From an optimization exercise on the open Yosys and OpenROAD flow, aimed at small area and a short achievable clock period; shortcuts taken in it are not production practice. In this exercise RTL edits were held to simulation tests only and were not proved equivalent to the original.

File: flow/config.mk
export PLATFORM = sky130hd
export DESIGN_NAME = single_kernel
export DESIGN_NICKNAME = single_kernel
export VERILOG_FILES = /design/flow/design.v
export SDC_FILE = /design/flow/constraint.sdc
export NUM_CORES = 8
export LEC_CHECK = 0
export CAP_MARGIN = 20
export CORE_MARGIN = 2
export CORE_UTILIZATION = 40
export SLEW_MARGIN = 20
File: flow/constraint.sdc
create_clock -name core_clock -period 11.0 [get_ports {clk}]
set_input_delay 2.2000 -clock core_clock [delete_from_list [all_inputs] [get_ports {clk}]]
set_output_delay 2.2000 -clock core_clock [all_outputs]
set_load 0.01 [all_outputs]
File: flow/design.v
module single_PE_rounded #(
  parameter DATA_WIDTH = 8,
  parameter Half_WIDTH = 4
)(
  input clk,
  input finish,
  input [DATA_WIDTH-1 : 0] i_up,
  input [DATA_WIDTH-1 : 0] i_left,
  output reg [DATA_WIDTH-1 : 0] o_down,
  output reg [DATA_WIDTH-1 : 0] o_right,
  output reg [DATA_WIDTH-1 : 0] o_result
);
  reg  [DATA_WIDTH-1 : 0] partial_sum;
  wire [DATA_WIDTH-1 : 0] x;
  assign x = ({{DATA_WIDTH{1'b0}}, i_up} * {{DATA_WIDTH{1'b0}}, i_left}) >> Half_WIDTH;
  always @(posedge clk) begin
    o_down      <= i_up;
    o_right     <= i_left;
    o_result    <= finish ? partial_sum : o_result;
    partial_sum <= finish ? x : (partial_sum + x);
  end
endmodule
module single_kernel #(
  parameter SIZE = 8,
  parameter DATA_WIDTH = 16
) (
  input clk,
  input [SIZE*SIZE-1:0] finish,                    
  input [SIZE*DATA_WIDTH-1:0] in_up,               
  input [SIZE*DATA_WIDTH-1:0] in_left,             
  output [SIZE*DATA_WIDTH-1:0] pass_down,          
  output [SIZE*DATA_WIDTH-1:0] pass_right,         
  output [SIZE*SIZE*DATA_WIDTH-1:0] out_matrix,   
  output [SIZE*DATA_WIDTH-1:0] out_diagonal        
);
  genvar i,j,k;
  wire [SIZE*SIZE*DATA_WIDTH-1:0] inner_pass_down;
  wire [SIZE*SIZE*DATA_WIDTH-1:0] inner_pass_right;
  generate
    for (i=SIZE; i>=1; i=i-1) begin
      for (j=SIZE; j>=1; j=j-1) begin
        if (i==SIZE && j==SIZE) begin            
          single_PE_rounded # (DATA_WIDTH, DATA_WIDTH/2) 
          pe (clk, finish      [(i-1)*SIZE+j-1], 
              in_up            [j*DATA_WIDTH-1                -:DATA_WIDTH], 
              in_left          [i*DATA_WIDTH-1                -:DATA_WIDTH],
              inner_pass_down  [((i-1)*SIZE+j)*DATA_WIDTH-1   -:DATA_WIDTH], 
              inner_pass_right [((i-1)*SIZE+j)*DATA_WIDTH-1   -:DATA_WIDTH],
              out_matrix       [((i-1)*SIZE+j)*DATA_WIDTH-1   -:DATA_WIDTH]);
        end else if (i==SIZE && j!=SIZE) begin   
          single_PE_rounded # (DATA_WIDTH, DATA_WIDTH/2) 
          pe (clk, finish      [(i-1)*SIZE+j-1], 
              in_up            [j*DATA_WIDTH-1 -:DATA_WIDTH], 
              inner_pass_right [((i-1)*SIZE+j+1)*DATA_WIDTH-1 -:DATA_WIDTH],
              inner_pass_down  [((i-1)*SIZE+j)*DATA_WIDTH-1   -:DATA_WIDTH],
              inner_pass_right [((i-1)*SIZE+j)*DATA_WIDTH-1   -:DATA_WIDTH],
              out_matrix       [((i-1)*SIZE+j)*DATA_WIDTH-1   -:DATA_WIDTH]);
        end else if (i!=SIZE && j==SIZE) begin   
          single_PE_rounded # (DATA_WIDTH, DATA_WIDTH/2) 
          pe (clk, finish      [(i-1)*SIZE+j-1], 
              inner_pass_down  [((i-1+1)*SIZE+j)*DATA_WIDTH-1 -:DATA_WIDTH], 
              in_left          [i*DATA_WIDTH-1                -:DATA_WIDTH],
              inner_pass_down  [((i-1)*SIZE+j)*DATA_WIDTH-1   -:DATA_WIDTH], 
              inner_pass_right [((i-1)*SIZE+j)*DATA_WIDTH-1   -:DATA_WIDTH],
              out_matrix       [((i-1)*SIZE+j)*DATA_WIDTH-1   -:DATA_WIDTH]);
        end else begin                           
          single_PE_rounded # (DATA_WIDTH, DATA_WIDTH/2) 
          pe (clk, finish      [(i-1)*SIZE+j-1], 
              inner_pass_down  [((i-1+1)*SIZE+j)*DATA_WIDTH-1 -:DATA_WIDTH], 
              inner_pass_right [((i-1)*SIZE+j+1)*DATA_WIDTH-1 -:DATA_WIDTH],
              inner_pass_down  [((i-1)*SIZE+j)*DATA_WIDTH-1   -:DATA_WIDTH], 
              inner_pass_right [((i-1)*SIZE+j)*DATA_WIDTH-1   -:DATA_WIDTH],
              out_matrix       [((i-1)*SIZE+j)*DATA_WIDTH-1   -:DATA_WIDTH]);
        end end end
  endgenerate
  generate
    for (k=SIZE; k>=1; k=k-1) begin
      assign  pass_down        [k*DATA_WIDTH-1              -:DATA_WIDTH]
            = inner_pass_down  [((1-1)*SIZE+k)*DATA_WIDTH-1 -:DATA_WIDTH];
      assign  pass_right       [k*DATA_WIDTH-1              -:DATA_WIDTH] 
            = inner_pass_right [((k-1)*SIZE+1)*DATA_WIDTH-1 -:DATA_WIDTH];     
      assign  out_diagonal     [k*DATA_WIDTH-1              -:DATA_WIDTH] 
            = out_matrix       [((k-1)*SIZE+k)*DATA_WIDTH-1 -:DATA_WIDTH];  
    end      
  endgenerate
endmodule
File: flow/run.sh
#!/bin/bash
# synth_recipe.tcl (not shown) runs the flow's synth.tcl, then flattens the netlist and writes it again
# the make line also repeats each setting of config.mk as NAME=value (left out here)
make -C /OpenROAD-flow-scripts/flow DESIGN_CONFIG=/design/flow/config.mk WORK_HOME=/design/flow/orfs CLKGATE_MAP_FILE= SYNTH_SCRIPT=/design/flow/synth_recipe.tcl finish
==> notes.md <==
==> worst min path at each step <==
stage	depth (start not counted)	slack (ps)	startpoint	to
after floorplan	0	330	flop	flop
after global placement	0	340	flop	flop
after detailed placement	0	340	flop	flop
after CTS	0	350	flop	flop
after global routing	0	360	flop	flop
final	0	340	flop	flop
==> sequential cells by signal, indices dropped and copies added (netlist names) <==
register / count
genblk1.genblk1.genblk1.genblk1.genblk1.pe.o_down: 896
genblk1.genblk1.genblk1.genblk1.pe.o_down: 112
genblk1.genblk1.genblk1.genblk1.pe.o_result: 112
genblk1.genblk1.genblk1.genblk1.pe.partial_sum: 112
genblk1.genblk1.genblk1.genblk1.genblk1.pe.o_right: 896
genblk1.genblk1.genblk1.pe.partial_sum: 16
genblk1.genblk1.genblk1.pe.o_right: 16
genblk1.genblk1.genblk1.genblk1.genblk1.pe.o_result: 896
genblk1.genblk1.genblk1.pe.o_result: 16
genblk1.genblk1.genblk1.genblk1.genblk1.pe.partial_sum: 896
genblk1.genblk1.genblk1.pe.o_down: 16
genblk1.genblk1.genblk1.genblk1.pe.o_right: 112
==> metrics by stage <==
stage,instance area [sq um],hold WS (ps),util [%],instances
floorplan,573000,329,-,60600
CTS,633000,348,44.3,81100
global route,633000,358,44.3,81200
finish,633000,345,44.3,81300
detailed placement,613000,343,42.9,80000
global placement,613000,341,42.9,80000
==> layer usage <==
metal  share of wire (%)  vias up
met5               0.036        -
met4                 7.8       96
met3                 6.9     2770
met2                  47    10600
met1                  38   207000
li1                    -   183000
==> final cells by class <==
class | count | area [sq um]
clock buffer | 712 | 15500
multi-input combinational | 40900 | 422000
tap | 19000 | 23700
clock inverter | 324 | 4290
inverter | 13300 | 50000
antenna | 199 | 498
fill | 138000 | 796000
sequential | 4096 | 92300
timing repair buffer | 2767 | 24900
==> synthesized netlist by cell type, types with 164 or more instances <==
master    instances
nand2b_1        178
inv_1         13300
xnor2_1        2028
and2_1         6742
o21bai_1        207
o21ai_0        1024
nand2_1        8697
nor2_1          862
dfxtp_1        3072
nor3_1          315
xor2_1          761
clkbuf_1       2048
ha_1           5248
edfxtp_1       1024
and3_1          178
a21oi_1         966
o21a_1          221
a21o_1          490
a31oi_1         164
mux2_2          359
fa_1          10800
nand3_1         257
nor2b_1         192
==> critical path: cells and delay by family <==
kind | cells | cell delay, ps
buffers and inverters | 4 | 1100
xor gates and xnor gates | 3 | 470
AOI/OAI and AO/OA | 10 | 2760
adders and majority gates | 8 | 3280
and+or+nand+nor | 5 | 630
==> cells by family after synthesis <==
group                      Yosys count  share of synthesized area (%)
and+or+nand+nor                  17900                           15.3
adders and majority gates        16000                           49.0
buffers and inverters            15600                           10.3
DFF                               4096                           16.1
AOI/OAI and AO/OA                 3829                           4.25
xor gates and xnor gates          2805                           4.33
muxes                              373                          0.730
==> impl_metrics.ini <==
[clocking]
tritoncts = yes
clk_pin_slew_ps = 70
ctsResizeCount = 0
cts_buffers = 565
cts_setup_buffers = 0
clock_sinks = 4096
htree_num_levels = 6
clock_latency_ps = 1190
ctsHoldBuffers = 0
cts_root_buffer = clkbuf_16
clockBufferDepth = 5

[timing]
tightestPinTransition_ps = 1270
relSlewSlack_pct = 15.0
final.setup.tns_ps = 0
report.final.slew_viol_count = 0
rsz0062_at_grt = false
skew_ps = 84.2
layout_setup_ws_ps = 1550
finalHoldViolCount = 0
fin_crit_sh_pct = 85.9
max_clock_freq_ghz = 0.106
setup_viol_count_final = 0
period_needed_ps = 9450

[outcome]
status = complete, no violations

[worst_setup_path]
critPathKind = input pin to flop
arrival_ps = 10470
crit_top_cell = fa_1
cpPeakStageDelay_ps = 940
path_max_fanout = 17
cp_slowest_cell = clkdlybuf4s50_1
cp-start-kind = input pin
reg2reg_slack_ps = 2030
end_kind = flop
reg2regPathDepth = 28
crit_start = in_up[36]
worst_ep_required_time_ps = 12020

[placed_design]
dpl_worst_slack_ps = 519
io_buffers = 1728
dp_hpwl_microns = 1400000
gp_congestion = 0.911

[synth]
synth_area_per_cell_sq_um = 9.46
synth_top_area_share_pct = 37.6
yosysUniqueCellTypes = 88
netlist_area_sq_um = 573000
ys_ff_latch = 4096
synth_cells = 60600
synthFlopType = dfxtp_1
yosys.area.top_type = fa_1
ys_seq_area_share_pct = 16.1
syn_nets = 76900
synth-edff-count = 1024
synthArstFlopShare_pct = 0
synth.area.top_cells = fa_1 (38%), ha_1 (11%), dfxtp_1 (11%)
ys.warnings.count = 1

[die]
die_h_microns = 1200
fp.dieW_microns = 1200
die-area_sq_um = 1440000
pin_count = 1729
start_util_pct = 40.1
core_sq_um = 1430000
core.rowCount = 439

[detailed_routing]
dr.pass1.iters = 6
drt-total-wl_microns = 1760000
ant_nets = 0
drc = 0
viasPerCell = 4.96
wl_per_cell_microns = 21.6
dr.first_iter.drc_count = 21800
dr_total_vias = 403000

[run]
maxCapViolCount = 0

[global_routing]
grt-busiest-layer = met2
grt_util_met2_pct = 41.1
antenna_found_initial = 181
grt_pass1_wl_microns = 2690000
grt_pass1_vias = 431000
use_met3_pct = 5.01
met1_usage_pct = 29.0
grt_max_degree = 46
grt_overflow = 0
grt_usage_pct = 24.6

[layout]
layout_common_cells = inv_1 (13300), fa_1 (10800), nand2_1 (8697)
synthToLayoutAreaGrowth_pct = 10.5
drive_above_1_share_pct = 4.18
final_nets = 77900
final_common_cell = inv_1

[worst_hold_path]
min_path_type = flop to flop

==> afterwards: timing with drivers on the ports <==
In the flow no input, the clock included, has a driving cell. The finished layout below was timed again as built, in two steps.
Step 1, drivers: a clkbuf_16 drives clk and a buf_2 each remaining input, both assumed.
Step 2, shift: input delay + t, output delay - t, t = (earliest + latest rising clock arrival at the registers) / 2. This alone moves slack from input paths to output paths.
Three values: ideal, step 1, step 2; two values: the first two.
t (ns): 1.310
slack for setup (ns): 1.550 / 1.409 / 0.099
worst slew at a driven data input, ns: 0.52
After both steps this run still meets setup and hold. The setup slack of this run moves by -0.141 ns with the drivers and by -1.451 ns with both steps.
